What follows belongs to an exercise in optimizing a design on an open flow for small area and a short achievable clock period; a production flow would make more cautious choices. RTL that was checked went through simulation tests only; none was proved equivalent to the original. No functional check of the RTL was part of run 2.

==> flow/design.v, too long to show whole: its modules and the start of the top module <==
// module fadd_core: 108 lines
// module benc: 17 lines
// module fmul_core: 93 lines
// module mul24: 1432 lines
// module mfa: 3 lines
// module mha: 3 lines
// module mbsel: 3 lines
// module mbseln: 3 lines
// module mxor: 3 lines
// module fpu_addmul: 171 lines
module fpu_addmul(
  input  wire        clk,
  input  wire        op,      
  input  wire [31:0] s,
  input  wire [31:0] t,
  output wire [31:0] d
);
  // ...
==> flow/flow/run.sh <==
#!/bin/bash
set -euo pipefail
export SETUP_SLACK_MARGIN=7
export BUFFER_PORTS_ARGS="-buffer_cell sky130_fd_sc_hd__buf_2"
bash standard.sh > standard.log 2>&1
==> flow/standard.sh <==
#!/bin/bash
# synth_recipe.tcl (not shown) runs the flow's synth.tcl, then flattens the netlist and writes it again
# the make line also repeats each setting of config.mk as NAME=value (left out here)
make -C /OpenROAD-flow-scripts/flow DESIGN_CONFIG=/design/flow/config.mk WORK_HOME=/design/flow/orfs CLKGATE_MAP_FILE= SYNTH_SCRIPT=/design/flow/synth_recipe.tcl "${@:-finish}"
==> flow/config.mk <==
export PLATFORM = sky130hd
export DESIGN_NAME = fpu_addmul
export DESIGN_NICKNAME = fpu_addmul
export VERILOG_FILES = /design/flow/design.v
export SDC_FILE = /design/flow/constraint.sdc
export NUM_CORES = 4
export LEC_CHECK = 0
export CAP_MARGIN = 20
export CORE_MARGIN = 2
export CORE_UTILIZATION = 40
export SLEW_MARGIN = 20
export SYNTH_HIERARCHICAL = 1
export TNS_END_PERCENT = 5
==> flow/constraint.sdc <==
create_clock -name core_clock -period 13.0 [get_ports {clk}]
set_input_delay 2.6000 -clock core_clock [delete_from_list [all_inputs] [get_ports {clk}]]
set_output_delay 2.6000 -clock core_clock [all_outputs]
set_load 0.01 [all_outputs]
==> run summary, run 1 <==
* Status: no timing/DRC/antenna violations
* Met2 WL at 58900 um
* Synth Instances at 3783
* # Post-CTS Setup Buffers at 62
* Yosys warnings at 9
* Initial antenna violation count at 2
* CTS Hold Bufs at 0
* Worst flop-to-flop path startpoint: g1[10]
* Fraction of area in multi-input gates at 76.8%
* Clock Path Buffers at 2
* Clock buffers at 17
* Setup violators final at 0
* Largest net degree at the start of global routing at 99
* Largest register FFs at 32
* Most frequent cells in the layout: 294 x xor2_1, 238 x o22ai_1, 231 x fa_1, 220 x nand2_1, 178 x o21ai_0
* Post-Syn Area at 32500 um2
* CP Class: reg2reg
* Tot GR Track Use at between 30 and 40%
* Layout area overhead at 10.8%
* Drt drc at 0
* Crit Path Max Fanout at 6
* H-tree depth at 4
* CTS tree: built
* Placed instance count at 4717
* Layout cells sized above 1 at 19.2%
* WHS Endpoint: sign2
* Place WS at 5490 ps
* Syn_area_per_cell at around 8.6 um2
* Die height at between 200 and 300 um
* Global route hottest layer: met2
* Leading cell kind: multi-input gates
* ANT cells at 1
* Top flop regs: g1: 32 flops, l27x1: 27 flops, v2: 26 flops
* Post-cts resize count at roughly 140
==> run 2: changes to the inputs <==
--- a/flow/design.v
+++ b/flow/design.v
@@ -1054,23 +1054,23 @@
 wire pp11_23 = ~(~none[11] | (x[22] & ~ntwo[11]));
 wire pp11_24 = ~(~ntwo[11]);
 wire s1, c2;
-mha u_s1(.a(pp0_16), .b(pp1_14), .s(s1), .co(c2));
+mha u_s1(.a(neg[8]), .b(pp0_16), .s(s1), .co(c2));
 wire s3, c4;
 mha u_s3(.a(pp0_17), .b(pp1_15), .s(s3), .co(c4));
 wire s5, c6;
-mfa u_s5(.a(pp0_18), .b(pp1_16), .c(pp2_14), .s(s5), .co(c6));
+mfa u_s5(.a(neg[9]), .b(pp0_18), .c(pp1_16), .s(s5), .co(c6));
 wire s7, c8;
-mha u_s7(.a(pp3_12), .b(pp4_10), .s(s7), .co(c8));
+mha u_s7(.a(pp2_14), .b(pp3_12), .s(s7), .co(c8));
 wire s9, c10;
 mfa u_s9(.a(pp0_19), .b(pp1_17), .c(pp2_15), .s(s9), .co(c10));
 wire s11, c12;
 mha u_s11(.a(pp3_13), .b(pp4_11), .s(s11), .co(c12));
 wire s13, c14;
-mfa u_s13(.a(pp0_20), .b(pp1_18), .c(pp2_16), .s(s13), .co(c14));
+mfa u_s13(.a(neg[10]), .b(pp0_20), .c(pp1_18), .s(s13), .co(c14));
 wire s15, c16;
-mfa u_s15(.a(pp3_14), .b(pp4_12), .c(pp5_10), .s(s15), .co(c16));
+mfa u_s15(.a(pp2_16), .b(pp3_14), .c(pp4_12), .s(s15), .co(c16));
 wire s17, c18;
-mha u_s17(.a(pp6_8), .b(pp7_6), .s(s17), .co(c18));
+mha u_s17(.a(pp5_10), .b(pp6_8), .s(s17), .co(c18));
 wire s19, c20;
 mfa u_s19(.a(pp0_21), .b(pp1_19), .c(pp2_17), .s(s19), .co(c20));
 wire s21, c22;
@@ -1094,87 +1094,87 @@
 wire s39, c40;
 mha u_s39(.a(pp9_5), .b(pp10_3), .s(s39), .co(c40));
 wire s41, c42;
-mfa u_s41(.a(pp0_24), .b(pp1_22), .c(pp2_20), .s(s41), .co(c42));
+mfa u_s41(.a(x[0]), .b(pp0_24), .c(pp1_22), .s(s41), .co(c42));
 wire s43, c44;
-mfa u_s43(.a(pp3_18), .b(pp4_16), .c(pp5_14), .s(s43), .co(c44));
+mfa u_s43(.a(pp2_20), .b(pp3_18), .c(pp4_16), .s(s43), .co(c44));
 wire s45, c46;
-mfa u_s45(.a(pp6_12), .b(pp7_10), .c(pp8_8), .s(s45), .co(c46));
+mfa u_s45(.a(pp5_14), .b(pp6_12), .c(pp7_10), .s(s45), .co(c46));
 wire s47, c48;
-mfa u_s47(.a(pp9_6), .b(pp10_4), .c(pp11_2), .s(s47), .co(c48));
+mfa u_s47(.a(pp8_8), .b(pp9_6), .c(pp10_4), .s(s47), .co(c48));
 wire s49, c50;
-mfa u_s49(.a(neg[0]), .b(pp1_23), .c(pp2_21), .s(s49), .co(c50));
+mfa u_s49(.a(x[1]), .b(neg[0]), .c(pp1_23), .s(s49), .co(c50));
 wire s51, c52;
-mfa u_s51(.a(pp3_19), .b(pp4_17), .c(pp5_15), .s(s51), .co(c52));
+mfa u_s51(.a(pp2_21), .b(pp3_19), .c(pp4_17), .s(s51), .co(c52));
 wire s53, c54;
-mfa u_s53(.a(pp6_13), .b(pp7_11), .c(pp8_9), .s(s53), .co(c54));
+mfa u_s53(.a(pp5_15), .b(pp6_13), .c(pp7_11), .s(s53), .co(c54));
 wire s55, c56;
-mfa u_s55(.a(pp9_7), .b(pp10_5), .c(pp11_3), .s(s55), .co(c56));
+mfa u_s55(.a(pp8_9), .b(pp9_7), .c(pp10_5), .s(s55), .co(c56));
 wire s57, c58;
-mfa u_s57(.a(neg[0]), .b(pp1_24), .c(pp2_22), .s(s57), .co(c58));
+mfa u_s57(.a(x[2]), .b(neg[0]), .c(pp1_24), .s(s57), .co(c58));
 wire s59, c60;
-mfa u_s59(.a(pp3_20), .b(pp4_18), .c(pp5_16), .s(s59), .co(c60));
+mfa u_s59(.a(pp2_22), .b(pp3_20), .c(pp4_18), .s(s59), .co(c60));
 wire s61, c62;
-mfa u_s61(.a(pp6_14), .b(pp7_12), .c(pp8_10), .s(s61), .co(c62));
+mfa u_s61(.a(pp5_16), .b(pp6_14), .c(pp7_12), .s(s61), .co(c62));
 wire s63, c64;
-mfa u_s63(.a(pp9_8), .b(pp10_6), .c(pp11_4), .s(s63), .co(c64));
+mfa u_s63(.a(pp8_10), .b(pp9_8), .c(pp10_6), .s(s63), .co(c64));
 wire s65, c66;
-mfa u_s65(.a(~neg[0]), .b(~neg[1]), .c(pp2_23), .s(s65), .co(c66));
+mfa u_s65(.a(x[3]), .b(~neg[0]), .c(~neg[1]), .s(s65), .co(c66));
 wire s67, c68;
-mfa u_s67(.a(pp3_21), .b(pp4_19), .c(pp5_17), .s(s67), .co(c68));
+mfa u_s67(.a(pp2_23), .b(pp3_21), .c(pp4_19), .s(s67), .co(c68));
 wire s69, c70;
-mfa u_s69(.a(pp6_15), .b(pp7_13), .c(pp8_11), .s(s69), .co(c70));
+mfa u_s69(.a(pp5_17), .b(pp6_15), .c(pp7_13), .s(s69), .co(c70));
 wire s71, c72;
-mfa u_s71(.a(pp9_9), .b(pp10_7), .c(pp11_5), .s(s71), .co(c72));
-wire s73 = ~(pp2_24 ^ pp3_22);
-wire c74 = pp2_24 | pp3_22;
+mfa u_s71(.a(pp8_11), .b(pp9_9), .c(pp10_7), .s(s71), .co(c72));
+wire s73 = ~(x[4] ^ pp2_24);
+wire c74 = x[4] | pp2_24;
 wire s75, c76;
-mfa u_s75(.a(pp4_20), .b(pp5_18), .c(pp6_16), .s(s75), .co(c76));
+mfa u_s75(.a(pp3_22), .b(pp4_20), .c(pp5_18), .s(s75), .co(c76));
 wire s77, c78;
-mfa u_s77(.a(pp7_14), .b(pp8_12), .c(pp9_10), .s(s77), .co(c78));
+mfa u_s77(.a(pp6_16), .b(pp7_14), .c(pp8_12), .s(s77), .co(c78));
 wire s79, c80;
-mha u_s79(.a(pp10_8), .b(pp11_6), .s(s79), .co(c80));
+mha u_s79(.a(pp9_10), .b(pp10_8), .s(s79), .co(c80));
 wire s81, c82;
-mfa u_s81(.a(~neg[2]), .b(pp3_23), .c(pp4_21), .s(s81), .co(c82));
+mfa u_s81(.a(x[5]), .b(~neg[2]), .c(pp3_23), .s(s81), .co(c82));
 wire s83, c84;
-mfa u_s83(.a(pp5_19), .b(pp6_17), .c(pp7_15), .s(s83), .co(c84));
+mfa u_s83(.a(pp4_21), .b(pp5_19), .c(pp6_17), .s(s83), .co(c84));
 wire s85, c86;
-mfa u_s85(.a(pp8_13), .b(pp9_11), .c(pp10_9), .s(s85), .co(c86));
-wire s87 = ~(pp3_24 ^ pp4_22);
-wire c88 = pp3_24 | pp4_22;
+mfa u_s85(.a(pp7_15), .b(pp8_13), .c(pp9_11), .s(s85), .co(c86));
+wire s87 = ~(x[6] ^ pp3_24);
+wire c88 = x[6] | pp3_24;
 wire s89, c90;
-mfa u_s89(.a(pp5_20), .b(pp6_18), .c(pp7_16), .s(s89), .co(c90));
+mfa u_s89(.a(pp4_22), .b(pp5_20), .c(pp6_18), .s(s89), .co(c90));
 wire s91, c92;
-mha u_s91(.a(pp8_14), .b(pp9_12), .s(s91), .co(c92));
+mha u_s91(.a(pp7_16), .b(pp8_14), .s(s91), .co(c92));
 wire s93, c94;
-mfa u_s93(.a(~neg[3]), .b(pp4_23), .c(pp5_21), .s(s93), .co(c94));
+mfa u_s93(.a(x[7]), .b(~neg[3]), .c(pp4_23), .s(s93), .co(c94));
 wire s95, c96;
-mfa u_s95(.a(pp6_19), .b(pp7_17), .c(pp8_15), .s(s95), .co(c96));
-wire s97 = ~(pp4_24 ^ pp5_22);
-wire c98 = pp4_24 | pp5_22;
+mfa u_s95(.a(pp5_21), .b(pp6_19), .c(pp7_17), .s(s95), .co(c96));
+wire s97 = ~(x[8] ^ pp4_24);
+wire c98 = x[8] | pp4_24;
 wire s99, c100;
-mha u_s99(.a(pp6_20), .b(pp7_18), .s(s99), .co(c100));
+mha u_s99(.a(pp5_22), .b(pp6_20), .s(s99), .co(c100));
 wire s101, c102;
-mfa u_s101(.a(~neg[4]), .b(pp5_23), .c(pp6_21), .s(s101), .co(c102));
-wire s103 = ~pp5_24;
-wire c104 = pp5_24;
+mfa u_s101(.a(x[9]), .b(~neg[4]), .c(pp5_23), .s(s101), .co(c102));
+wire s103 = ~x[10];
+wire c104 = x[10];
 wire s105, c106;
-mha u_s105(.a(pp0_10), .b(pp1_8), .s(s105), .co(c106));
+mha u_s105(.a(neg[5]), .b(pp0_10), .s(s105), .co(c106));
 wire s107, c108;
 mha u_s107(.a(pp0_11), .b(pp1_9), .s(s107), .co(c108));
 wire s109, c110;
-mfa u_s109(.a(pp0_12), .b(pp1_10), .c(pp2_8), .s(s109), .co(c110));
+mfa u_s109(.a(neg[6]), .b(pp0_12), .c(pp1_10), .s(s109), .co(c110));
 wire s111, c112;
-mha u_s111(.a(pp3_6), .b(pp4_4), .s(s111), .co(c112));
+mha u_s111(.a(pp2_8), .b(pp3_6), .s(s111), .co(c112));
 wire s113, c114;
 mfa u_s113(.a(pp0_13), .b(pp1_11), .c(pp2_9), .s(s113), .co(c114));
 wire s115, c116;
 mha u_s115(.a(pp3_7), .b(pp4_5), .s(s115), .co(c116));
 wire s117, c118;
-mfa u_s117(.a(pp0_14), .b(pp1_12), .c(pp2_10), .s(s117), .co(c118));
+mfa u_s117(.a(neg[7]), .b(pp0_14), .c(pp1_12), .s(s117), .co(c118));
 wire s119, c120;
-mfa u_s119(.a(pp3_8), .b(pp4_6), .c(pp5_4), .s(s119), .co(c120));
+mfa u_s119(.a(pp2_10), .b(pp3_8), .c(pp4_6), .s(s119), .co(c120));
 wire s121, c122;
-mha u_s121(.a(pp6_2), .b(pp7_0), .s(s121), .co(c122));
+mha u_s121(.a(pp5_4), .b(pp6_2), .s(s121), .co(c122));
 wire s123, c124;
 mfa u_s123(.a(pp0_15), .b(pp1_13), .c(pp2_11), .s(s123), .co(c124));
 wire s125, c126;
@@ -1182,471 +1182,471 @@
 wire s127, c128;
 mha u_s127(.a(pp6_3), .b(pp7_1), .s(s127), .co(c128));
 wire s129, c130;
-mfa u_s129(.a(s1), .b(pp2_12), .c(pp3_10), .s(s129), .co(c130));
+mfa u_s129(.a(pp1_14), .b(pp2_12), .c(pp3_10), .s(s129), .co(c130));
 wire s131, c132;
 mfa u_s131(.a(pp4_8), .b(pp5_6), .c(pp6_4), .s(s131), .co(c132));
 wire s133, c134;
-mfa u_s133(.a(pp7_2), .b(pp8_0), .c(neg[8]), .s(s133), .co(c134));
+mfa u_s133(.a(pp7_2), .b(pp8_0), .c(s1), .s(s133), .co(c134));
 wire s135, c136;
-mfa u_s135(.a(c2), .b(s3), .c(pp2_13), .s(s135), .co(c136));
+mfa u_s135(.a(pp2_13), .b(pp3_11), .c(pp4_9), .s(s135), .co(c136));
 wire s137, c138;
-mfa u_s137(.a(pp3_11), .b(pp4_9), .c(pp5_7), .s(s137), .co(c138));
+mfa u_s137(.a(pp5_7), .b(pp6_5), .c(pp7_3), .s(s137), .co(c138));
 wire s139, c140;
-mfa u_s139(.a(pp6_5), .b(pp7_3), .c(pp8_1), .s(s139), .co(c140));
+mfa u_s139(.a(pp8_1), .b(c2), .c(s3), .s(s139), .co(c140));
 wire s141, c142;
-mfa u_s141(.a(c4), .b(s5), .c(s7), .s(s141), .co(c142));
+mfa u_s141(.a(pp4_10), .b(pp5_8), .c(pp6_6), .s(s141), .co(c142));
 wire s143, c144;
-mfa u_s143(.a(pp5_8), .b(pp6_6), .c(pp7_4), .s(s143), .co(c144));
+mfa u_s143(.a(pp7_4), .b(pp8_2), .c(pp9_0), .s(s143), .co(c144));
 wire s145, c146;
-mfa u_s145(.a(pp8_2), .b(pp9_0), .c(neg[9]), .s(s145), .co(c146));
+mfa u_s145(.a(c4), .b(s7), .c(s5), .s(s145), .co(c146));
 wire s147, c148;
-mfa u_s147(.a(c6), .b(c8), .c(s9), .s(s147), .co(c148));
+mfa u_s147(.a(pp5_9), .b(pp6_7), .c(pp7_5), .s(s147), .co(c148));
 wire s149, c150;
-mfa u_s149(.a(s11), .b(pp5_9), .c(pp6_7), .s(s149), .co(c150));
+mfa u_s149(.a(pp8_3), .b(pp9_1), .c(c8), .s(s149), .co(c150));
 wire s151, c152;
-mfa u_s151(.a(pp7_5), .b(pp8_3), .c(pp9_1), .s(s151), .co(c152));
+mfa u_s151(.a(s11), .b(c6), .c(s9), .s(s151), .co(c152));
 wire s153, c154;
-mfa u_s153(.a(c10), .b(c12), .c(s13), .s(s153), .co(c154));
+mfa u_s153(.a(pp7_6), .b(pp8_4), .c(pp9_2), .s(s153), .co(c154));
 wire s155, c156;
-mfa u_s155(.a(s15), .b(s17), .c(pp8_4), .s(s155), .co(c156));
+mfa u_s155(.a(pp10_0), .b(c12), .c(s17), .s(s155), .co(c156));
 wire s157, c158;
-mfa u_s157(.a(pp9_2), .b(pp10_0), .c(neg[10]), .s(s157), .co(c158));
+mfa u_s157(.a(c10), .b(s13), .c(s15), .s(s157), .co(c158));
 wire s159, c160;
-mfa u_s159(.a(c14), .b(c16), .c(c18), .s(s159), .co(c160));
+mfa u_s159(.a(pp8_5), .b(pp9_3), .c(pp10_1), .s(s159), .co(c160));
 wire s161, c162;
-mfa u_s161(.a(s19), .b(s21), .c(s23), .s(s161), .co(c162));
+mfa u_s161(.a(c18), .b(s23), .c(c14), .s(s161), .co(c162));
 wire s163, c164;
-mfa u_s163(.a(pp8_5), .b(pp9_3), .c(pp10_1), .s(s163), .co(c164));
+mfa u_s163(.a(c16), .b(s19), .c(s21), .s(s163), .co(c164));
 wire s165, c166;
-mfa u_s165(.a(c20), .b(c22), .c(c24), .s(s165), .co(c166));
+mfa u_s165(.a(pp10_2), .b(pp11_0), .c(c24), .s(s165), .co(c166));
 wire s167, c168;
-mfa u_s167(.a(s25), .b(s27), .c(s29), .s(s167), .co(c168));
+mfa u_s167(.a(s25), .b(s31), .c(c20), .s(s167), .co(c168));
 wire s169, c170;
-mfa u_s169(.a(s31), .b(pp10_2), .c(pp11_0), .s(s169), .co(c170));
+mfa u_s169(.a(c22), .b(s27), .c(s29), .s(s169), .co(c170));
 wire s171, c172;
-mfa u_s171(.a(c26), .b(c28), .c(c30), .s(s171), .co(c172));
+mfa u_s171(.a(pp11_1), .b(c26), .c(c32), .s(s171), .co(c172));
 wire s173, c174;
-mfa u_s173(.a(c32), .b(s33), .c(s35), .s(s173), .co(c174));
+mfa u_s173(.a(s39), .b(c28), .c(c30), .s(s173), .co(c174));
 wire s175, c176;
-mfa u_s175(.a(s37), .b(s39), .c(pp11_1), .s(s175), .co(c176));
+mfa u_s175(.a(s33), .b(s35), .c(s37), .s(s175), .co(c176));
 wire s177, c178;
-mfa u_s177(.a(c34), .b(c36), .c(c38), .s(s177), .co(c178));
+mfa u_s177(.a(pp11_2), .b(c40), .c(c34), .s(s177), .co(c178));
 wire s179, c180;
-mfa u_s179(.a(c40), .b(s41), .c(s43), .s(s179), .co(c180));
+mfa u_s179(.a(c36), .b(c38), .c(s41), .s(s179), .co(c180));
 wire s181, c182;
-mfa u_s181(.a(s45), .b(s47), .c(x[0]), .s(s181), .co(c182));
+mfa u_s181(.a(s43), .b(s45), .c(s47), .s(s181), .co(c182));
 wire s183, c184;
-mfa u_s183(.a(c42), .b(c44), .c(c46), .s(s183), .co(c184));
+mfa u_s183(.a(pp11_3), .b(s49), .c(c42), .s(s183), .co(c184));
 wire s185, c186;
-mfa u_s185(.a(c48), .b(s49), .c(s51), .s(s185), .co(c186));
+mfa u_s185(.a(c44), .b(c46), .c(c48), .s(s185), .co(c186));
 wire s187, c188;
-mfa u_s187(.a(s53), .b(s55), .c(x[1]), .s(s187), .co(c188));
+mfa u_s187(.a(s51), .b(s53), .c(s55), .s(s187), .co(c188));
 wire s189, c190;
-mfa u_s189(.a(c50), .b(c52), .c(c54), .s(s189), .co(c190));
+mfa u_s189(.a(pp11_4), .b(c50), .c(s57), .s(s189), .co(c190));
 wire s191, c192;
-mfa u_s191(.a(c56), .b(s57), .c(s59), .s(s191), .co(c192));
+mfa u_s191(.a(c52), .b(c54), .c(c56), .s(s191), .co(c192));
 wire s193, c194;
-mfa u_s193(.a(s61), .b(s63), .c(x[2]), .s(s193), .co(c194));
+mfa u_s193(.a(s59), .b(s61), .c(s63), .s(s193), .co(c194));
 wire s195, c196;
-mfa u_s195(.a(c58), .b(c60), .c(c62), .s(s195), .co(c196));
+mfa u_s195(.a(s65), .b(pp11_5), .c(c58), .s(s195), .co(c196));
 wire s197, c198;
-mfa u_s197(.a(c64), .b(s65), .c(s67), .s(s197), .co(c198));
+mfa u_s197(.a(c60), .b(c62), .c(c64), .s(s197), .co(c198));
 wire s199, c200;
-mfa u_s199(.a(s69), .b(s71), .c(x[3]), .s(s199), .co(c200));
+mfa u_s199(.a(s67), .b(s69), .c(s71), .s(s199), .co(c200));
 wire s201, c202;
-mfa u_s201(.a(c66), .b(c68), .c(c70), .s(s201), .co(c202));
+mfa u_s201(.a(c66), .b(pp11_6), .c(s73), .s(s201), .co(c202));
 wire s203, c204;
-mfa u_s203(.a(c72), .b(s73), .c(s75), .s(s203), .co(c204));
+mfa u_s203(.a(s79), .b(c68), .c(c70), .s(s203), .co(c204));
 wire s205, c206;
-mfa u_s205(.a(s77), .b(s79), .c(x[4]), .s(s205), .co(c206));
+mfa u_s205(.a(c72), .b(s75), .c(s77), .s(s205), .co(c206));
 wire s207, c208;
-mfa u_s207(.a(c74), .b(c76), .c(c78), .s(s207), .co(c208));
+mfa u_s207(.a(pp10_9), .b(pp11_7), .c(c74), .s(s207), .co(c208));
 wire s209, c210;
-mfa u_s209(.a(c80), .b(s81), .c(s83), .s(s209), .co(c210));
+mfa u_s209(.a(c80), .b(s81), .c(c76), .s(s209), .co(c210));
 wire s211, c212;
-mfa u_s211(.a(s85), .b(pp11_7), .c(x[5]), .s(s211), .co(c212));
+mfa u_s211(.a(c78), .b(s83), .c(s85), .s(s211), .co(c212));
 wire s213, c214;
-mfa u_s213(.a(c82), .b(c84), .c(c86), .s(s213), .co(c214));
+mfa u_s213(.a(pp9_12), .b(pp10_10), .c(pp11_8), .s(s213), .co(c214));
 wire s215, c216;
-mfa u_s215(.a(s87), .b(s89), .c(s91), .s(s215), .co(c216));
+mfa u_s215(.a(s87), .b(c82), .c(s91), .s(s215), .co(c216));
 wire s217, c218;
-mfa u_s217(.a(pp10_10), .b(pp11_8), .c(x[6]), .s(s217), .co(c218));
+mfa u_s217(.a(c84), .b(c86), .c(s89), .s(s217), .co(c218));
 wire s219, c220;
-mfa u_s219(.a(c88), .b(c90), .c(c92), .s(s219), .co(c220));
+mfa u_s219(.a(pp8_15), .b(pp9_13), .c(pp10_11), .s(s219), .co(c220));
 wire s221, c222;
-mfa u_s221(.a(s93), .b(s95), .c(pp9_13), .s(s221), .co(c222));
+mfa u_s221(.a(pp11_9), .b(c88), .c(c92), .s(s221), .co(c222));
 wire s223, c224;
-mfa u_s223(.a(pp10_11), .b(pp11_9), .c(x[7]), .s(s223), .co(c224));
+mfa u_s223(.a(s93), .b(c90), .c(s95), .s(s223), .co(c224));
 wire s225, c226;
-mfa u_s225(.a(c94), .b(c96), .c(s97), .s(s225), .co(c226));
+mfa u_s225(.a(pp7_18), .b(pp8_16), .c(pp9_14), .s(s225), .co(c226));
 wire s227, c228;
-mfa u_s227(.a(s99), .b(pp8_16), .c(pp9_14), .s(s227), .co(c228));
+mfa u_s227(.a(pp10_12), .b(pp11_10), .c(s97), .s(s227), .co(c228));
 wire s229, c230;
-mfa u_s229(.a(pp10_12), .b(pp11_10), .c(x[8]), .s(s229), .co(c230));
+mfa u_s229(.a(c94), .b(s99), .c(c96), .s(s229), .co(c230));
 wire s231, c232;
-mfa u_s231(.a(c98), .b(c100), .c(s101), .s(s231), .co(c232));
+mfa u_s231(.a(pp6_21), .b(pp7_19), .c(pp8_17), .s(s231), .co(c232));
 wire s233, c234;
-mfa u_s233(.a(pp7_19), .b(pp8_17), .c(pp9_15), .s(s233), .co(c234));
+mfa u_s233(.a(pp9_15), .b(pp10_13), .c(pp11_11), .s(s233), .co(c234));
 wire s235, c236;
-mfa u_s235(.a(pp10_13), .b(pp11_11), .c(x[9]), .s(s235), .co(c236));
+mfa u_s235(.a(c98), .b(c100), .c(s101), .s(s235), .co(c236));
 wire s237, c238;
-mfa u_s237(.a(c102), .b(s103), .c(pp6_22), .s(s237), .co(c238));
+mfa u_s237(.a(s103), .b(pp5_24), .c(pp6_22), .s(s237), .co(c238));
 wire s239, c240;
 mfa u_s239(.a(pp7_20), .b(pp8_18), .c(pp9_16), .s(s239), .co(c240));
 wire s241, c242;
-mfa u_s241(.a(pp10_14), .b(pp11_12), .c(x[10]), .s(s241), .co(c242));
+mfa u_s241(.a(pp10_14), .b(pp11_12), .c(c102), .s(s241), .co(c242));
 wire s243, c244;
-mfa u_s243(.a(c104), .b(~neg[5]), .c(pp6_23), .s(s243), .co(c244));
+mfa u_s243(.a(c104), .b(x[11]), .c(~neg[5]), .s(s243), .co(c244));
 wire s245, c246;
-mfa u_s245(.a(pp7_21), .b(pp8_19), .c(pp9_17), .s(s245), .co(c246));
+mfa u_s245(.a(pp6_23), .b(pp7_21), .c(pp8_19), .s(s245), .co(c246));
 wire s247, c248;
-mfa u_s247(.a(pp10_15), .b(pp11_13), .c(x[11]), .s(s247), .co(c248));
-wire s249 = ~(pp6_24 ^ pp7_22);
-wire c250 = pp6_24 | pp7_22;
+mfa u_s247(.a(pp9_17), .b(pp10_15), .c(pp11_13), .s(s247), .co(c248));
+wire s249 = ~(x[12] ^ pp6_24);
+wire c250 = x[12] | pp6_24;
 wire s251, c252;
-mfa u_s251(.a(pp8_20), .b(pp9_18), .c(pp10_16), .s(s251), .co(c252));
+mfa u_s251(.a(pp7_22), .b(pp8_20), .c(pp9_18), .s(s251), .co(c252));
 wire s253, c254;
-mha u_s253(.a(pp11_14), .b(x[12]), .s(s253), .co(c254));
+mha u_s253(.a(pp10_16), .b(pp11_14), .s(s253), .co(c254));
 wire s255, c256;
-mfa u_s255(.a(~neg[6]), .b(pp7_23), .c(pp8_21), .s(s255), .co(c256));
+mfa u_s255(.a(x[13]), .b(~neg[6]), .c(pp7_23), .s(s255), .co(c256));
 wire s257, c258;
-mfa u_s257(.a(pp9_19), .b(pp10_17), .c(pp11_15), .s(s257), .co(c258));
-wire s259 = ~(pp7_24 ^ pp8_22);
-wire c260 = pp7_24 | pp8_22;
+mfa u_s257(.a(pp8_21), .b(pp9_19), .c(pp10_17), .s(s257), .co(c258));
+wire s259 = ~(x[14] ^ pp7_24);
+wire c260 = x[14] | pp7_24;
 wire s261, c262;
-mha u_s261(.a(pp9_20), .b(pp10_18), .s(s261), .co(c262));
+mha u_s261(.a(pp8_22), .b(pp9_20), .s(s261), .co(c262));
 wire s263, c264;
-mfa u_s263(.a(~neg[7]), .b(pp8_23), .c(pp9_21), .s(s263), .co(c264));
-wire s265 = ~pp8_24;
-wire c266 = pp8_24;
+mfa u_s263(.a(x[15]), .b(~neg[7]), .c(pp8_23), .s(s263), .co(c264));
+wire s265 = ~x[16];
+wire c266 = x[16];
 wire s267, c268;
-mha u_s267(.a(pp0_6), .b(pp1_4), .s(s267), .co(c268));
+mha u_s267(.a(neg[3]), .b(pp0_6), .s(s267), .co(c268));
 wire s269, c270;
 mha u_s269(.a(pp0_7), .b(pp1_5), .s(s269), .co(c270));
 wire s271, c272;
-mfa u_s271(.a(pp0_8), .b(pp1_6), .c(pp2_4), .s(s271), .co(c272));
+mfa u_s271(.a(neg[4]), .b(pp0_8), .c(pp1_6), .s(s271), .co(c272));
 wire s273, c274;
-mha u_s273(.a(pp3_2), .b(pp4_0), .s(s273), .co(c274));
+mha u_s273(.a(pp2_4), .b(pp3_2), .s(s273), .co(c274));
 wire s275, c276;
 mfa u_s275(.a(pp0_9), .b(pp1_7), .c(pp2_5), .s(s275), .co(c276));
 wire s277, c278;
 mha u_s277(.a(pp3_3), .b(pp4_1), .s(s277), .co(c278));
 wire s279, c280;
-mfa u_s279(.a(s105), .b(pp2_6), .c(pp3_4), .s(s279), .co(c280));
+mfa u_s279(.a(pp1_8), .b(pp2_6), .c(pp3_4), .s(s279), .co(c280));
 wire s281, c282;
-mfa u_s281(.a(pp4_2), .b(pp5_0), .c(neg[5]), .s(s281), .co(c282));
+mfa u_s281(.a(pp4_2), .b(pp5_0), .c(s105), .s(s281), .co(c282));
 wire s283, c284;
-mfa u_s283(.a(c106), .b(s107), .c(pp2_7), .s(s283), .co(c284));
+mfa u_s283(.a(pp2_7), .b(pp3_5), .c(pp4_3), .s(s283), .co(c284));
 wire s285, c286;
-mfa u_s285(.a(pp3_5), .b(pp4_3), .c(pp5_1), .s(s285), .co(c286));
+mfa u_s285(.a(pp5_1), .b(c106), .c(s107), .s(s285), .co(c286));
 wire s287, c288;
-mfa u_s287(.a(c108), .b(s109), .c(s111), .s(s287), .co(c288));
+mfa u_s287(.a(pp4_4), .b(pp5_2), .c(pp6_0), .s(s287), .co(c288));
 wire s289, c290;
-mfa u_s289(.a(pp5_2), .b(pp6_0), .c(neg[6]), .s(s289), .co(c290));
+mfa u_s289(.a(c108), .b(s111), .c(s109), .s(s289), .co(c290));
 wire s291, c292;
-mfa u_s291(.a(c110), .b(c112), .c(s113), .s(s291), .co(c292));
+mfa u_s291(.a(pp5_3), .b(pp6_1), .c(c112), .s(s291), .co(c292));
 wire s293, c294;
-mfa u_s293(.a(s115), .b(pp5_3), .c(pp6_1), .s(s293), .co(c294));
+mfa u_s293(.a(s115), .b(c110), .c(s113), .s(s293), .co(c294));
 wire s295, c296;
-mfa u_s295(.a(c114), .b(c116), .c(s117), .s(s295), .co(c296));
+mfa u_s295(.a(pp7_0), .b(c116), .c(s121), .s(s295), .co(c296));
 wire s297, c298;
-mfa u_s297(.a(s119), .b(s121), .c(neg[7]), .s(s297), .co(c298));
+mfa u_s297(.a(c114), .b(s117), .c(s119), .s(s297), .co(c298));
 wire s299, c300;
-mfa u_s299(.a(c118), .b(c120), .c(c122), .s(s299), .co(c300));
+mfa u_s299(.a(c122), .b(s127), .c(c118), .s(s299), .co(c300));
 wire s301, c302;
-mfa u_s301(.a(s123), .b(s125), .c(s127), .s(s301), .co(c302));
+mfa u_s301(.a(c120), .b(s123), .c(s125), .s(s301), .co(c302));
 wire s303, c304;
-mfa u_s303(.a(c124), .b(c126), .c(c128), .s(s303), .co(c304));
+mfa u_s303(.a(c128), .b(c124), .c(c126), .s(s303), .co(c304));
 wire s305, c306;
 mfa u_s305(.a(s129), .b(s131), .c(s133), .s(s305), .co(c306));
 wire s307, c308;
-mfa u_s307(.a(c130), .b(c132), .c(c134), .s(s307), .co(c308));
+mfa u_s307(.a(c130), .b(c132), .c(s135), .s(s307), .co(c308));
 wire s309, c310;
-mfa u_s309(.a(s135), .b(s137), .c(s139), .s(s309), .co(c310));
+mfa u_s309(.a(s137), .b(c134), .c(s139), .s(s309), .co(c310));
 wire s311, c312;
-mfa u_s311(.a(c136), .b(c138), .c(c140), .s(s311), .co(c312));
+mfa u_s311(.a(c136), .b(c138), .c(s141), .s(s311), .co(c312));
 wire s313, c314;
-mfa u_s313(.a(s141), .b(s143), .c(s145), .s(s313), .co(c314));
+mfa u_s313(.a(s143), .b(c140), .c(s145), .s(s313), .co(c314));
 wire s315, c316;
-mfa u_s315(.a(c142), .b(c144), .c(c146), .s(s315), .co(c316));
+mfa u_s315(.a(c142), .b(c144), .c(s147), .s(s315), .co(c316));
 wire s317, c318;
-mfa u_s317(.a(s147), .b(s149), .c(s151), .s(s317), .co(c318));
+mfa u_s317(.a(s149), .b(c146), .c(s151), .s(s317), .co(c318));
 wire s319, c320;
-mfa u_s319(.a(c148), .b(c150), .c(c152), .s(s319), .co(c320));
+mfa u_s319(.a(c148), .b(s153), .c(c150), .s(s319), .co(c320));
 wire s321, c322;
-mfa u_s321(.a(s153), .b(s155), .c(s157), .s(s321), .co(c322));
+mfa u_s321(.a(s155), .b(c152), .c(s157), .s(s321), .co(c322));
 wire s323, c324;
-mfa u_s323(.a(c154), .b(c156), .c(c158), .s(s323), .co(c324));
+mfa u_s323(.a(c154), .b(s159), .c(c156), .s(s323), .co(c324));
 wire s325, c326;
-mfa u_s325(.a(s159), .b(s161), .c(s163), .s(s325), .co(c326));
+mfa u_s325(.a(s161), .b(c158), .c(s163), .s(s325), .co(c326));
 wire s327, c328;
-mfa u_s327(.a(c160), .b(c162), .c(c164), .s(s327), .co(c328));
+mfa u_s327(.a(c160), .b(s165), .c(c162), .s(s327), .co(c328));
 wire s329, c330;
-mfa u_s329(.a(s165), .b(s167), .c(s169), .s(s329), .co(c330));
+mfa u_s329(.a(s167), .b(c164), .c(s169), .s(s329), .co(c330));
 wire s331, c332;
-mfa u_s331(.a(c166), .b(c168), .c(c170), .s(s331), .co(c332));
+mfa u_s331(.a(c166), .b(s171), .c(c168), .s(s331), .co(c332));
 wire s333, c334;
-mfa u_s333(.a(s171), .b(s173), .c(s175), .s(s333), .co(c334));
+mfa u_s333(.a(c170), .b(s173), .c(s175), .s(s333), .co(c334));
 wire s335, c336;
-mfa u_s335(.a(c172), .b(c174), .c(c176), .s(s335), .co(c336));
+mfa u_s335(.a(c172), .b(s177), .c(c174), .s(s335), .co(c336));
 wire s337, c338;
-mfa u_s337(.a(s177), .b(s179), .c(s181), .s(s337), .co(c338));
+mfa u_s337(.a(c176), .b(s179), .c(s181), .s(s337), .co(c338));
 wire s339, c340;
-mfa u_s339(.a(c178), .b(c180), .c(c182), .s(s339), .co(c340));
+mfa u_s339(.a(c178), .b(s183), .c(c180), .s(s339), .co(c340));
 wire s341, c342;
-mfa u_s341(.a(s183), .b(s185), .c(s187), .s(s341), .co(c342));
+mfa u_s341(.a(c182), .b(s185), .c(s187), .s(s341), .co(c342));
 wire s343, c344;
-mfa u_s343(.a(c184), .b(c186), .c(c188), .s(s343), .co(c344));
+mfa u_s343(.a(c184), .b(s189), .c(c186), .s(s343), .co(c344));
 wire s345, c346;
-mfa u_s345(.a(s189), .b(s191), .c(s193), .s(s345), .co(c346));
+mfa u_s345(.a(c188), .b(s191), .c(s193), .s(s345), .co(c346));
 wire s347, c348;
-mfa u_s347(.a(c190), .b(c192), .c(c194), .s(s347), .co(c348));
+mfa u_s347(.a(s195), .b(c190), .c(c192), .s(s347), .co(c348));
 wire s349, c350;
-mfa u_s349(.a(s195), .b(s197), .c(s199), .s(s349), .co(c350));
+mfa u_s349(.a(c194), .b(s197), .c(s199), .s(s349), .co(c350));
 wire s351, c352;
-mfa u_s351(.a(c196), .b(c198), .c(c200), .s(s351), .co(c352));
+mfa u_s351(.a(c196), .b(s201), .c(c198), .s(s351), .co(c352));
 wire s353, c354;
-mfa u_s353(.a(s201), .b(s203), .c(s205), .s(s353), .co(c354));
+mfa u_s353(.a(c200), .b(s203), .c(s205), .s(s353), .co(c354));
 wire s355, c356;
-mfa u_s355(.a(c202), .b(c204), .c(c206), .s(s355), .co(c356));
+mfa u_s355(.a(s207), .b(c202), .c(s209), .s(s355), .co(c356));
 wire s357, c358;
-mfa u_s357(.a(s207), .b(s209), .c(s211), .s(s357), .co(c358));
+mfa u_s357(.a(c204), .b(c206), .c(s211), .s(s357), .co(c358));
 wire s359, c360;
-mfa u_s359(.a(c208), .b(c210), .c(c212), .s(s359), .co(c360));
+mfa u_s359(.a(c208), .b(s213), .c(c210), .s(s359), .co(c360));
 wire s361, c362;
-mfa u_s361(.a(s213), .b(s215), .c(s217), .s(s361), .co(c362));
+mfa u_s361(.a(s215), .b(c212), .c(s217), .s(s361), .co(c362));
 wire s363, c364;
-mfa u_s363(.a(c214), .b(c216), .c(c218), .s(s363), .co(c364));
+mfa u_s363(.a(c214), .b(s219), .c(s221), .s(s363), .co(c364));
 wire s365, c366;
-mfa u_s365(.a(s219), .b(s221), .c(s223), .s(s365), .co(c366));
+mfa u_s365(.a(c216), .b(c218), .c(s223), .s(s365), .co(c366));
 wire s367, c368;
-mfa u_s367(.a(c220), .b(c222), .c(c224), .s(s367), .co(c368));
+mfa u_s367(.a(c220), .b(s225), .c(s227), .s(s367), .co(c368));
 wire s369, c370;
-mfa u_s369(.a(s225), .b(s227), .c(s229), .s(s369), .co(c370));
+mfa u_s369(.a(c222), .b(s229), .c(c224), .s(s369), .co(c370));
 wire s371, c372;
-mfa u_s371(.a(c226), .b(c228), .c(c230), .s(s371), .co(c372));
+mfa u_s371(.a(c226), .b(s231), .c(s233), .s(s371), .co(c372));
 wire s373, c374;
-mfa u_s373(.a(s231), .b(s233), .c(s235), .s(s373), .co(c374));
+mfa u_s373(.a(c228), .b(c230), .c(s235), .s(s373), .co(c374));
 wire s375, c376;
-mfa u_s375(.a(c232), .b(c234), .c(c236), .s(s375), .co(c376));
+mfa u_s375(.a(c232), .b(c234), .c(s237), .s(s375), .co(c376));
 wire s377, c378;
-mfa u_s377(.a(s237), .b(s239), .c(s241), .s(s377), .co(c378));
+mfa u_s377(.a(s239), .b(s241), .c(c236), .s(s377), .co(c378));
 wire s379, c380;
-mfa u_s379(.a(c238), .b(c240), .c(c242), .s(s379), .co(c380));
+mfa u_s379(.a(s243), .b(c238), .c(c240), .s(s379), .co(c380));
 wire s381, c382;
-mfa u_s381(.a(s243), .b(s245), .c(s247), .s(s381), .co(c382));
+mfa u_s381(.a(s245), .b(s247), .c(c242), .s(s381), .co(c382));
 wire s383, c384;
-mfa u_s383(.a(c244), .b(c246), .c(c248), .s(s383), .co(c384));
+mfa u_s383(.a(c244), .b(s249), .c(s253), .s(s383), .co(c384));
 wire s385, c386;
-mfa u_s385(.a(s249), .b(s251), .c(s253), .s(s385), .co(c386));
+mfa u_s385(.a(c246), .b(c248), .c(s251), .s(s385), .co(c386));
 wire s387, c388;
-mfa u_s387(.a(c250), .b(c252), .c(c254), .s(s387), .co(c388));
+mfa u_s387(.a(pp11_15), .b(c250), .c(c254), .s(s387), .co(c388));
 wire s389, c390;
-mfa u_s389(.a(s255), .b(s257), .c(x[13]), .s(s389), .co(c390));
+mfa u_s389(.a(s255), .b(c252), .c(s257), .s(s389), .co(c390));
 wire s391, c392;
-mfa u_s391(.a(c256), .b(c258), .c(s259), .s(s391), .co(c392));
+mfa u_s391(.a(pp10_18), .b(pp11_16), .c(s259), .s(s391), .co(c392));
 wire s393, c394;
-mfa u_s393(.a(s261), .b(pp11_16), .c(x[14]), .s(s393), .co(c394));
+mfa u_s393(.a(c256), .b(s261), .c(c258), .s(s393), .co(c394));
 wire s395, c396;
-mfa u_s395(.a(c260), .b(c262), .c(s263), .s(s395), .co(c396));
+mfa u_s395(.a(pp9_21), .b(pp10_19), .c(pp11_17), .s(s395), .co(c396));
 wire s397, c398;
-mfa u_s397(.a(pp10_19), .b(pp11_17), .c(x[15]), .s(s397), .co(c398));
+mfa u_s397(.a(c260), .b(c262), .c(s263), .s(s397), .co(c398));
 wire s399, c400;
-mfa u_s399(.a(c264), .b(s265), .c(pp9_22), .s(s399), .co(c400));
+mfa u_s399(.a(s265), .b(pp8_24), .c(pp9_22), .s(s399), .co(c400));
 wire s401, c402;
-mfa u_s401(.a(pp10_20), .b(pp11_18), .c(x[16]), .s(s401), .co(c402));
+mfa u_s401(.a(pp10_20), .b(pp11_18), .c(c264), .s(s401), .co(c402));
 wire s403, c404;
-mfa u_s403(.a(c266), .b(~neg[8]), .c(pp9_23), .s(s403), .co(c404));
+mfa u_s403(.a(c266), .b(x[17]), .c(~neg[8]), .s(s403), .co(c404));
 wire s405, c406;
-mfa u_s405(.a(pp10_21), .b(pp11_19), .c(x[17]), .s(s405), .co(c406));
-wire s407 = ~(pp9_24 ^ pp10_22);
-wire c408 = pp9_24 | pp10_22;
+mfa u_s405(.a(pp9_23), .b(pp10_21), .c(pp11_19), .s(s405), .co(c406));
+wire s407 = ~(x[18] ^ pp9_24);
+wire c408 = x[18] | pp9_24;
 wire s409, c410;
-mha u_s409(.a(pp11_20), .b(x[18]), .s(s409), .co(c410));
+mha u_s409(.a(pp10_22), .b(pp11_20), .s(s409), .co(c410));
 wire s411, c412;
-mfa u_s411(.a(~neg[9]), .b(pp10_23), .c(pp11_21), .s(s411), .co(c412));
-wire s413 = ~pp10_24;
-wire c414 = pp10_24;
+mfa u_s411(.a(x[19]), .b(~neg[9]), .c(pp10_23), .s(s411), .co(c412));
+wire s413 = ~x[20];
+wire c414 = x[20];
 wire s415, c416;
-mha u_s415(.a(pp0_4), .b(pp1_2), .s(s415), .co(c416));
+mha u_s415(.a(neg[2]), .b(pp0_4), .s(s415), .co(c416));
 wire s417, c418;
 mha u_s417(.a(pp0_5), .b(pp1_3), .s(s417), .co(c418));
 wire s419, c420;
-mfa u_s419(.a(s267), .b(pp2_2), .c(pp3_0), .s(s419), .co(c420));
+mfa u_s419(.a(pp1_4), .b(pp2_2), .c(pp3_0), .s(s419), .co(c420));
 wire s421, c422;
-mfa u_s421(.a(c268), .b(s269), .c(pp2_3), .s(s421), .co(c422));
+mfa u_s421(.a(pp2_3), .b(pp3_1), .c(c268), .s(s421), .co(c422));
 wire s423, c424;
-mfa u_s423(.a(c270), .b(s271), .c(s273), .s(s423), .co(c424));
+mfa u_s423(.a(pp4_0), .b(c270), .c(s273), .s(s423), .co(c424));
 wire s425, c426;
-mfa u_s425(.a(c272), .b(c274), .c(s275), .s(s425), .co(c426));
+mfa u_s425(.a(c274), .b(s277), .c(c272), .s(s425), .co(c426));
 wire s427, c428;
-mfa u_s427(.a(c276), .b(c278), .c(s279), .s(s427), .co(c428));
+mfa u_s427(.a(c278), .b(c276), .c(s279), .s(s427), .co(c428));
 wire s429, c430;
-mfa u_s429(.a(c280), .b(c282), .c(s283), .s(s429), .co(c430));
+mfa u_s429(.a(c280), .b(s283), .c(c282), .s(s429), .co(c430));
 wire s431, c432;
-mfa u_s431(.a(c284), .b(c286), .c(s287), .s(s431), .co(c432));
+mfa u_s431(.a(c284), .b(s287), .c(c286), .s(s431), .co(c432));
 wire s433, c434;
-mfa u_s433(.a(c288), .b(c290), .c(s291), .s(s433), .co(c434));
+mfa u_s433(.a(c288), .b(s291), .c(c290), .s(s433), .co(c434));
 wire s435, c436;
-mfa u_s435(.a(c292), .b(c294), .c(s295), .s(s435), .co(c436));
+mfa u_s435(.a(c292), .b(s295), .c(c294), .s(s435), .co(c436));
 wire s437, c438;
-mfa u_s437(.a(c296), .b(c298), .c(s299), .s(s437), .co(c438));
+mfa u_s437(.a(c296), .b(s299), .c(c298), .s(s437), .co(c438));
 wire s439, c440;
 mfa u_s439(.a(c300), .b(c302), .c(s303), .s(s439), .co(c440));
 wire s441, c442;
 mfa u_s441(.a(c304), .b(c306), .c(s307), .s(s441), .co(c442));
 wire s443, c444;
-mfa u_s443(.a(c308), .b(c310), .c(s311), .s(s443), .co(c444));
+mfa u_s443(.a(c308), .b(s311), .c(c310), .s(s443), .co(c444));
 wire s445, c446;
-mfa u_s445(.a(c312), .b(c314), .c(s315), .s(s445), .co(c446));
+mfa u_s445(.a(c312), .b(s315), .c(c314), .s(s445), .co(c446));
 wire s447, c448;
-mfa u_s447(.a(c316), .b(c318), .c(s319), .s(s447), .co(c448));
+mfa u_s447(.a(c316), .b(s319), .c(c318), .s(s447), .co(c448));
 wire s449, c450;
-mfa u_s449(.a(c320), .b(c322), .c(s323), .s(s449), .co(c450));
+mfa u_s449(.a(c320), .b(s323), .c(c322), .s(s449), .co(c450));
 wire s451, c452;
-mfa u_s451(.a(c324), .b(c326), .c(s327), .s(s451), .co(c452));
+mfa u_s451(.a(c324), .b(s327), .c(c326), .s(s451), .co(c452));
 wire s453, c454;
-mfa u_s453(.a(c328), .b(c330), .c(s331), .s(s453), .co(c454));
+mfa u_s453(.a(c328), .b(s331), .c(c330), .s(s453), .co(c454));
 wire s455, c456;
-mfa u_s455(.a(c332), .b(c334), .c(s335), .s(s455), .co(c456));
+mfa u_s455(.a(c332), .b(s335), .c(c334), .s(s455), .co(c456));
 wire s457, c458;
-mfa u_s457(.a(c336), .b(c338), .c(s339), .s(s457), .co(c458));
+mfa u_s457(.a(c336), .b(s339), .c(c338), .s(s457), .co(c458));
 wire s459, c460;
-mfa u_s459(.a(c340), .b(c342), .c(s343), .s(s459), .co(c460));
+mfa u_s459(.a(s343), .b(c340), .c(c342), .s(s459), .co(c460));
 wire s461, c462;
-mfa u_s461(.a(c344), .b(c346), .c(s347), .s(s461), .co(c462));
+mfa u_s461(.a(c344), .b(s347), .c(c346), .s(s461), .co(c462));
 wire s463, c464;
-mfa u_s463(.a(c348), .b(c350), .c(s351), .s(s463), .co(c464));
+mfa u_s463(.a(c348), .b(s351), .c(c350), .s(s463), .co(c464));
 wire s465, c466;
-mfa u_s465(.a(c352), .b(c354), .c(s355), .s(s465), .co(c466));
+mfa u_s465(.a(c352), .b(s355), .c(c354), .s(s465), .co(c466));
 wire s467, c468;
-mfa u_s467(.a(c356), .b(c358), .c(s359), .s(s467), .co(c468));
+mfa u_s467(.a(c356), .b(s359), .c(c358), .s(s467), .co(c468));
 wire s469, c470;
-mfa u_s469(.a(c360), .b(c362), .c(s363), .s(s469), .co(c470));
+mfa u_s469(.a(s363), .b(c360), .c(c362), .s(s469), .co(c470));
 wire s471, c472;
-mfa u_s471(.a(c364), .b(c366), .c(s367), .s(s471), .co(c472));
+mfa u_s471(.a(c364), .b(s367), .c(s369), .s(s471), .co(c472));
 wire s473, c474;
-mfa u_s473(.a(c368), .b(c370), .c(s371), .s(s473), .co(c474));
+mfa u_s473(.a(c368), .b(s371), .c(c370), .s(s473), .co(c474));
 wire s475, c476;
-mfa u_s475(.a(c372), .b(c374), .c(s375), .s(s475), .co(c476));
+mfa u_s475(.a(c372), .b(s375), .c(s377), .s(s475), .co(c476));
 wire s477, c478;
-mfa u_s477(.a(c376), .b(c378), .c(s379), .s(s477), .co(c478));
+mfa u_s477(.a(c376), .b(s379), .c(s381), .s(s477), .co(c478));
 wire s479, c480;
-mfa u_s479(.a(c380), .b(c382), .c(s383), .s(s479), .co(c480));
+mfa u_s479(.a(s383), .b(c380), .c(c382), .s(s479), .co(c480));
 wire s481, c482;
-mfa u_s481(.a(c384), .b(c386), .c(s387), .s(s481), .co(c482));
+mfa u_s481(.a(c384), .b(s387), .c(c386), .s(s481), .co(c482));
 wire s483, c484;
-mfa u_s483(.a(c388), .b(c390), .c(s391), .s(s483), .co(c484));
+mfa u_s483(.a(s391), .b(c388), .c(s393), .s(s483), .co(c484));
 wire s485, c486;
-mfa u_s485(.a(c392), .b(c394), .c(s395), .s(s485), .co(c486));
+mfa u_s485(.a(s395), .b(c392), .c(c394), .s(s485), .co(c486));
 wire s487, c488;
-mfa u_s487(.a(c396), .b(c398), .c(s399), .s(s487), .co(c488));
+mfa u_s487(.a(c396), .b(s399), .c(s401), .s(s487), .co(c488));
 wire s489, c490;
-mfa u_s489(.a(c400), .b(c402), .c(s403), .s(s489), .co(c490));
+mfa u_s489(.a(s403), .b(c400), .c(s405), .s(s489), .co(c490));
 wire s491, c492;
-mfa u_s491(.a(c404), .b(c406), .c(s407), .s(s491), .co(c492));
+mfa u_s491(.a(c404), .b(s407), .c(s409), .s(s491), .co(c492));
 wire s493, c494;
-mfa u_s493(.a(c408), .b(c410), .c(s411), .s(s493), .co(c494));
+mfa u_s493(.a(pp11_21), .b(c408), .c(c410), .s(s493), .co(c494));
 wire s495, c496;
-mfa u_s495(.a(c412), .b(s413), .c(pp11_22), .s(s495), .co(c496));
+mfa u_s495(.a(s413), .b(pp10_24), .c(pp11_22), .s(s495), .co(c496));
 wire s497, c498;
-mfa u_s497(.a(c414), .b(~neg[10]), .c(pp11_23), .s(s497), .co(c498));
-wire s499 = ~pp11_24;
-wire c500 = pp11_24;
+mfa u_s497(.a(c414), .b(x[21]), .c(~neg[10]), .s(s497), .co(c498));
+wire s499 = ~x[22];
+wire c500 = x[22];
 wire s501, c502;
-mha u_s501(.a(pp0_2), .b(pp1_0), .s(s501), .co(c502));
+mha u_s501(.a(neg[1]), .b(pp0_2), .s(s501), .co(c502));
 wire s503, c504;
 mha u_s503(.a(pp0_3), .b(pp1_1), .s(s503), .co(c504));
 wire s505, c506;
-mfa u_s505(.a(s415), .b(pp2_0), .c(neg[2]), .s(s505), .co(c506));
+mfa u_s505(.a(pp1_2), .b(pp2_0), .c(s415), .s(s505), .co(c506));
 wire s507, c508;
-mfa u_s507(.a(c416), .b(s417), .c(pp2_1), .s(s507), .co(c508));
+mfa u_s507(.a(pp2_1), .b(c416), .c(s417), .s(s507), .co(c508));
 wire s509, c510;
-mfa u_s509(.a(c418), .b(s419), .c(neg[3]), .s(s509), .co(c510));
+mfa u_s509(.a(c418), .b(s267), .c(s419), .s(s509), .co(c510));
 wire s511, c512;
-mfa u_s511(.a(c420), .b(s421), .c(pp3_1), .s(s511), .co(c512));
+mfa u_s511(.a(s269), .b(c420), .c(s421), .s(s511), .co(c512));
 wire s513, c514;
-mfa u_s513(.a(c422), .b(s423), .c(neg[4]), .s(s513), .co(c514));
+mfa u_s513(.a(s271), .b(c422), .c(s423), .s(s513), .co(c514));
 wire s515, c516;
-mfa u_s515(.a(c424), .b(s425), .c(s277), .s(s515), .co(c516));
+mfa u_s515(.a(s275), .b(c424), .c(s425), .s(s515), .co(c516));
 wire s517, c518;
-mfa u_s517(.a(c426), .b(s427), .c(s281), .s(s517), .co(c518));
+mfa u_s517(.a(s281), .b(c426), .c(s427), .s(s517), .co(c518));
 wire s519, c520;
-mfa u_s519(.a(c428), .b(s429), .c(s285), .s(s519), .co(c520));
+mfa u_s519(.a(s285), .b(c428), .c(s429), .s(s519), .co(c520));
 wire s521, c522;
-mfa u_s521(.a(c430), .b(s431), .c(s289), .s(s521), .co(c522));
+mfa u_s521(.a(s289), .b(c430), .c(s431), .s(s521), .co(c522));
 wire s523, c524;
-mfa u_s523(.a(c432), .b(s433), .c(s293), .s(s523), .co(c524));
+mfa u_s523(.a(s293), .b(c432), .c(s433), .s(s523), .co(c524));
 wire s525, c526;
-mfa u_s525(.a(c434), .b(s435), .c(s297), .s(s525), .co(c526));
+mfa u_s525(.a(s297), .b(c434), .c(s435), .s(s525), .co(c526));
 wire s527, c528;
-mfa u_s527(.a(c436), .b(s437), .c(s301), .s(s527), .co(c528));
+mfa u_s527(.a(s301), .b(c436), .c(s437), .s(s527), .co(c528));
 wire s529, c530;
-mfa u_s529(.a(c438), .b(s439), .c(s305), .s(s529), .co(c530));
+mfa u_s529(.a(s305), .b(c438), .c(s439), .s(s529), .co(c530));
 wire s531, c532;
-mfa u_s531(.a(c440), .b(s441), .c(s309), .s(s531), .co(c532));
+mfa u_s531(.a(s309), .b(c440), .c(s441), .s(s531), .co(c532));
 wire s533, c534;
-mfa u_s533(.a(c442), .b(s443), .c(s313), .s(s533), .co(c534));
+mfa u_s533(.a(s313), .b(c442), .c(s443), .s(s533), .co(c534));
 wire s535, c536;
-mfa u_s535(.a(c444), .b(s445), .c(s317), .s(s535), .co(c536));
+mfa u_s535(.a(s317), .b(c444), .c(s445), .s(s535), .co(c536));
 wire s537, c538;
-mfa u_s537(.a(c446), .b(s447), .c(s321), .s(s537), .co(c538));
+mfa u_s537(.a(s321), .b(c446), .c(s447), .s(s537), .co(c538));
 wire s539, c540;
-mfa u_s539(.a(c448), .b(s449), .c(s325), .s(s539), .co(c540));
+mfa u_s539(.a(s325), .b(c448), .c(s449), .s(s539), .co(c540));
 wire s541, c542;
-mfa u_s541(.a(c450), .b(s451), .c(s329), .s(s541), .co(c542));
+mfa u_s541(.a(s329), .b(c450), .c(s451), .s(s541), .co(c542));
 wire s543, c544;
-mfa u_s543(.a(c452), .b(s453), .c(s333), .s(s543), .co(c544));
+mfa u_s543(.a(s333), .b(c452), .c(s453), .s(s543), .co(c544));
 wire s545, c546;
-mfa u_s545(.a(c454), .b(s455), .c(s337), .s(s545), .co(c546));
+mfa u_s545(.a(s337), .b(c454), .c(s455), .s(s545), .co(c546));
 wire s547, c548;
-mfa u_s547(.a(c456), .b(s457), .c(s341), .s(s547), .co(c548));
+mfa u_s547(.a(s341), .b(c456), .c(s457), .s(s547), .co(c548));
 wire s549, c550;
-mfa u_s549(.a(c458), .b(s459), .c(s345), .s(s549), .co(c550));
+mfa u_s549(.a(s345), .b(c458), .c(s459), .s(s549), .co(c550));
 wire s551, c552;
-mfa u_s551(.a(c460), .b(s461), .c(s349), .s(s551), .co(c552));
+mfa u_s551(.a(s349), .b(s461), .c(c460), .s(s551), .co(c552));
 wire s553, c554;
-mfa u_s553(.a(c462), .b(s463), .c(s353), .s(s553), .co(c554));
+mfa u_s553(.a(s353), .b(c462), .c(s463), .s(s553), .co(c554));
 wire s555, c556;
-mfa u_s555(.a(c464), .b(s465), .c(s357), .s(s555), .co(c556));
+mfa u_s555(.a(s357), .b(c464), .c(s465), .s(s555), .co(c556));
 wire s557, c558;
-mfa u_s557(.a(c466), .b(s467), .c(s361), .s(s557), .co(c558));
+mfa u_s557(.a(s361), .b(c466), .c(s467), .s(s557), .co(c558));
 wire s559, c560;
-mfa u_s559(.a(c468), .b(s469), .c(s365), .s(s559), .co(c560));
+mfa u_s559(.a(s365), .b(c468), .c(s469), .s(s559), .co(c560));
 wire s561, c562;
-mfa u_s561(.a(c470), .b(s471), .c(s369), .s(s561), .co(c562));
+mfa u_s561(.a(c366), .b(s471), .c(c470), .s(s561), .co(c562));
 wire s563, c564;
-mfa u_s563(.a(c472), .b(s473), .c(s373), .s(s563), .co(c564));
+mfa u_s563(.a(s373), .b(c472), .c(s473), .s(s563), .co(c564));
 wire s565, c566;
-mfa u_s565(.a(c474), .b(s475), .c(s377), .s(s565), .co(c566));
+mfa u_s565(.a(c374), .b(s475), .c(c474), .s(s565), .co(c566));
 wire s567, c568;
-mfa u_s567(.a(c476), .b(s477), .c(s381), .s(s567), .co(c568));
+mfa u_s567(.a(c378), .b(c476), .c(s477), .s(s567), .co(c568));
 wire s569, c570;
-mfa u_s569(.a(c478), .b(s479), .c(s385), .s(s569), .co(c570));
+mfa u_s569(.a(s385), .b(c478), .c(s479), .s(s569), .co(c570));
 wire s571, c572;
-mfa u_s571(.a(c480), .b(s481), .c(s389), .s(s571), .co(c572));
+mfa u_s571(.a(s389), .b(s481), .c(c480), .s(s571), .co(c572));
 wire s573, c574;
-mfa u_s573(.a(c482), .b(s483), .c(s393), .s(s573), .co(c574));
+mfa u_s573(.a(c390), .b(s483), .c(c482), .s(s573), .co(c574));
 wire s575, c576;
-mfa u_s575(.a(c484), .b(s485), .c(s397), .s(s575), .co(c576));
+mfa u_s575(.a(s397), .b(c484), .c(s485), .s(s575), .co(c576));
 wire s577, c578;
-mfa u_s577(.a(c486), .b(s487), .c(s401), .s(s577), .co(c578));
+mfa u_s577(.a(c398), .b(s487), .c(c486), .s(s577), .co(c578));
 wire s579, c580;
-mfa u_s579(.a(c488), .b(s489), .c(s405), .s(s579), .co(c580));
+mfa u_s579(.a(c402), .b(c488), .c(s489), .s(s579), .co(c580));
 wire s581, c582;
-mfa u_s581(.a(c490), .b(s491), .c(s409), .s(s581), .co(c582));
+mfa u_s581(.a(c406), .b(s491), .c(c490), .s(s581), .co(c582));
 wire s583, c584;
-mfa u_s583(.a(c492), .b(s493), .c(x[19]), .s(s583), .co(c584));
+mfa u_s583(.a(s411), .b(c492), .c(s493), .s(s583), .co(c584));
 wire s585, c586;
-mfa u_s585(.a(c494), .b(s495), .c(x[20]), .s(s585), .co(c586));
+mfa u_s585(.a(c412), .b(s495), .c(c494), .s(s585), .co(c586));
 wire s587, c588;
-mfa u_s587(.a(c496), .b(s497), .c(x[21]), .s(s587), .co(c588));
+mfa u_s587(.a(s497), .b(pp11_23), .c(c496), .s(s587), .co(c588));
 wire s589, c590;
-mfa u_s589(.a(c498), .b(s499), .c(x[22]), .s(s589), .co(c590));
+mfa u_s589(.a(s499), .b(c498), .c(pp11_24), .s(s589), .co(c590));
 wire s591 = ~c500;
 wire c592 = c500;
-assign ra = {c590, c588, c586, c584, c582, c580, c578, c576, c574, c572, c570, c568, c566, c564, c562, c560, c558, c556, c554, c552, c550, c548, c546, c544, c542, c540, c538, c536, c534, c532, c530, c528, c526, c524, c522, c520, c518, c516, c514, c512, c510, c508, c506, c504, c502, s501, pp0_1, pp0_0};
-assign rb = {s591, s589, s587, s585, s583, s581, s579, s577, s575, s573, s571, s569, s567, s565, s563, s561, s559, s557, s555, s553, s551, s549, s547, s545, s543, s541, s539, s537, s535, s533, s531, s529, s527, s525, s523, s521, s519, s517, s515, s513, s511, s509, s507, s505, s503, neg[1], 1'b0, neg[0]};
+assign ra = {c590, c588, c586, c584, c582, c580, c578, c576, c574, c572, c570, c568, c566, c564, c562, c560, c558, c556, c554, c552, c550, c548, c546, c544, c542, c540, c538, c536, c534, c532, c530, c528, c526, c524, c522, c520, c518, c516, c514, c512, c510, c508, c506, c504, c502, s501, pp0_1, neg[0]};
+assign rb = {s591, s589, s587, s585, s583, s581, s579, s577, s575, s573, s571, s569, s567, s565, s563, s561, s559, s557, s555, s553, s551, s549, s547, s545, s543, s541, s539, s537, s535, s533, s531, s529, s527, s525, s523, s521, s519, s517, s515, s513, s511, s509, s507, s505, s503, pp1_0, 1'b0, pp0_0};
 endmodule
 module mfa(input wire a, input wire b, input wire c, output wire s, output wire co);
 assign {co, s} = a + b + c;
@@ -1728,12 +1728,9 @@
 wire [7:0]  dst = es ^ ~et ^ dst_c[7:0];
 wire [7:0]  dts = et ^ ~es ^ dts_c[7:0];
 wire        ege = dst_c[8];               
-wire        eeq = es == et;
-wire [7:0]  rs  = ege ? dst : dts;
 wire [26:0] l27_st = {2'b01, mt, 2'b00} >> dst[4:0];    
 wire [26:0] l27_ts = {2'b01, ms, 2'b00} >> dts[4:0];    
-wire [26:0] l27_e = ege ? l27_st : l27_ts;
-wire [26:0] l27_a = eeq ? {2'b01, l_a[22:0], 2'b00} : l27_e;
+wire [26:0] l27_a  = sgt ? l27_st : l27_ts;
 wire [31:0] msr, mtr;
 genvar k;
 generate for (k = 0; k < 23; k = k + 1) begin : rev
==> run summary, run 2 <==
* Status: no timing/DRC/antenna violations (unchanged)
* Initial DRC Count at 3854 (was 3878)
* Clock Sinks at 167 (unchanged)
* Crit Path Max Fanout at 10 (was 6)
* Hold path startpoint: nexp0_1[3] (was lsign1)
* Vias/cell at 6.40 (was 6.50)
* Min Hold Slack at 645 ps (was 594 ps)
* Final period util at 47.3% (was 48.3%)
* Setup violators final at 0 (unchanged)
* Gpl congestion at 1.00 (was 1.03)
* Root Buffer: clkbuf_16 (unchanged)
* Most common cell after layout, fill and taps aside: xor2_1 (unchanged)
* Drt drc at 0 (unchanged)
* CP Class: reg2reg (unchanged)
* First-pass DRT Iterations at 7 (was 8)
* Num CTS Buffers at 17 (unchanged)
* Achievable frequency at 163 MHz (was 159 MHz)
* Final Hold Viols at 0 (unchanged)
* Remaining Overflow, GRT at 0 (unchanged)
* Max-cap violations at 0 (unchanged)
* Req. time, crit path at 13360 ps (about the same)
* Largest net degree at the start of global routing at 101 (was 99)
* Final worst setup slack at 6860 ps (was 6720 ps)
* Most flops, register: g1 (unchanged)
* I/O pins at 98 (unchanged)
* Min cycle time layout at 6140 ps (was 6280 ps)
* Drt total wl at 122000 um (was 131000 um)
* Worst flop-to-flop path startpoint: g1[13] (was g1[10])
* Setup tns final at 0 ps (unchanged)
* Final Skew at 18.5 ps (was 17.9 ps)
* Final Max Slew Viols at 0 (unchanged)
* Place WS at 5550 ps (was 5490 ps)
* Crit path launch: g1[13] (was g1[10])
* Post-route antenna net violation count at 0 (unchanged)
* Die width at 285 um (was 289 um)
* Startpoint types: flip-flop (unchanged)
* Post-Syn Area at 31600 um2 (was 32500 um2)
* RSZ-0062 raised after global routing: true (unchanged)
* Most frequent cells in the layout: 285 x xor2_1, 258 x fa_1, 248 x o22ai_1, 241 x nand2_1, 191 x nor2_1 (was 294 x xor2_1, 238 x o22ai_1, 231 x fa_1, 220 x nand2_1, 178 x o21ai_0)
* Full die area at 81200 um2 (was 83500 um2)
* Largest register FFs at 32 (unchanged)
* Worst skew pair latency at 490 ps (was 470 ps)
* Tot GR Track Use at 29.4% (was 30.6%)
* First-pass GRT wire length at 184000 um (was 195000 um)
* Clk pin slew, worst setup/hold paths at 70 ps (was 80 ps)
* Synth Instances at 3687 (was 3783)
* Post-DP HPWL at 87600 um (was 93400 um)
* DR WL/cell at 25.7 um (was 26.8 um)
* Initial Util at 40.6% (was 40.4%)
* Layout area overhead at 9.85% (was 10.8%)
* Core ar. at 77700 um2 (was 80400 um2)
* Layout cells sized above 1 at 16.5% (was 19.2%)
* Vias after detailed routing at 30400 (was 31700)
* H-tree depth at 4 (unchanged)
* Hold Path Class: reg2reg (unchanged)
* Nets@finish at 4226 (was 4335)
* Die height at 285 um (was 289 um)
* Top flop regs: g1: 32 flops, l27x1: 27 flops, v2: 26 flops (unchanged)
* Clock Path Buffers at 2 (unchanged)
* Relative slew margins at 22.1% (was 17.5%)
* Port bufs at 97 (unchanged)
* Yosys warnings at 9 (unchanged)
* Initial antenna violation count at 2 (unchanged)
* Crit. End Element: flip-flop (unchanged)
* Worst Tran Pin Value at 1160 ps (was 1220 ps)
* Syn_area_per_cell at 8.56 um2 (was 8.58 um2)
* CP Data Arrival Time at 6510 ps (was 6640 ps)
* CTS tree: built (unchanged)
==> run 2: cell count changes in the layout (fill, tap and decap cells not counted), moves of 15 or more <==
| cell | change |
|---|---|
| inv_1 | -17 |
| a21oi_1 | +21 |
| buf_4 | -53 |
| nor2_1 | +19 |
| nand3_1 | -28 |
| fa_2 | -27 |
| nand2_1 | +21 |
| o21ai_0 | -27 |
| mux4_2 | -19 |
| o21ai_1 | +15 |
| fa_1 | +27 |
==> run 2: critical path: stages, from the launching register on <==
cell        delay (ps)
dfxtp_4            410
clkinvlp_4         100
buf_4              200
o22ai_1            210
xor2_1             190
fa_1               470
fa_1               510
fa_2               370
fa_1               460
fa_1               500
ha_2               310
a21oi_4            230
o211ai_1           120
buf_4              180
a22oi_2            190
o21ai_2            130
fa_1               540
a222oi_1           480
inv_1              110
mux2_2             310
==> run 2: stage by stage <==
stage / cells / area [um2] / utilization, %
6_report: 4755 / 34700 / 44.6
5_1_grt: 4754 / 34700 / 44.6
4_1_cts: 4744 / 34400 / 44.2
3_5_place_dp: 4641 / 32500 / 41.8
3_3_place_gp: 4641 / 32500 / 41.8
2_1_floorplan: 3688 / 31600 / -
==> run 2: path summary, 6_finish.rpt <==
path                               end  slack [ps]  cells past startpoint
worst max-delay path            v2[10]        6860                     19
worst min-delay path            e02[3]         640                      2
worst max register to register  v2[10]        6860                     19
worst min register to register  e02[3]         640                      2
==> run 2: area by class of cell <==
type | count | area, um2
fill | 7629 | 43100
multi-input combinational | 3087 | 26600
sequential | 167 | 3430
timing repair buffer | 255 | 2040
tap | 1040 | 1300
inverter | 168 | 671
clock buffer | 18 | 429
clock inverter | 14 | 136
timing repair inverter | 5 | 37.5
antenna | 1 | 2.50
==> run 2: routing by layer <==
| layer | track usage (%) | wire length (um) | vias up |
|---|---|---|---|
| li1 | - | - | 13500 |
| met3 | 7.45 | 13000 | 340 |
| met2 | 44.8 | 53100 | 1864 |
| met1 | 39.1 | 50300 | 14700 |
| met4 | 13.5 | 5970 | 2 |
| met5 | 0 | 14 | - |
==> run 2: what timing repair did <==
item,CTS,global route
setup buffers,61,10
gates cloned,10,0
setup endpoints to repair,104,68
hold buffers,0,0
pin swaps,25,20
gates resized for setup,190,46

[separate check: timing with driven ports]
The flow's constraints put no driver on any port. The routed layouts listed below were extracted and timed again, unchanged, in two steps.
Step 1, drivers: a clkbuf_16 drives clk and a buf_2 each remaining input, both assumed.
Step 2, shift: input delay + t, output delay - t, t = (earliest + latest rising clock arrival at the registers) / 2. This alone moves slack from input paths to output paths.
a / b / c = ideal ports / drivers / drivers and shift; a / b = the first two.
run | t (ns) | setup slack, ns
run 1 | 0.522 | 6.724 / 6.724 / 6.560
run 2 | 0.534 | 6.856 / 6.856 / 6.545
After both steps setup and hold are still met in every run listed.
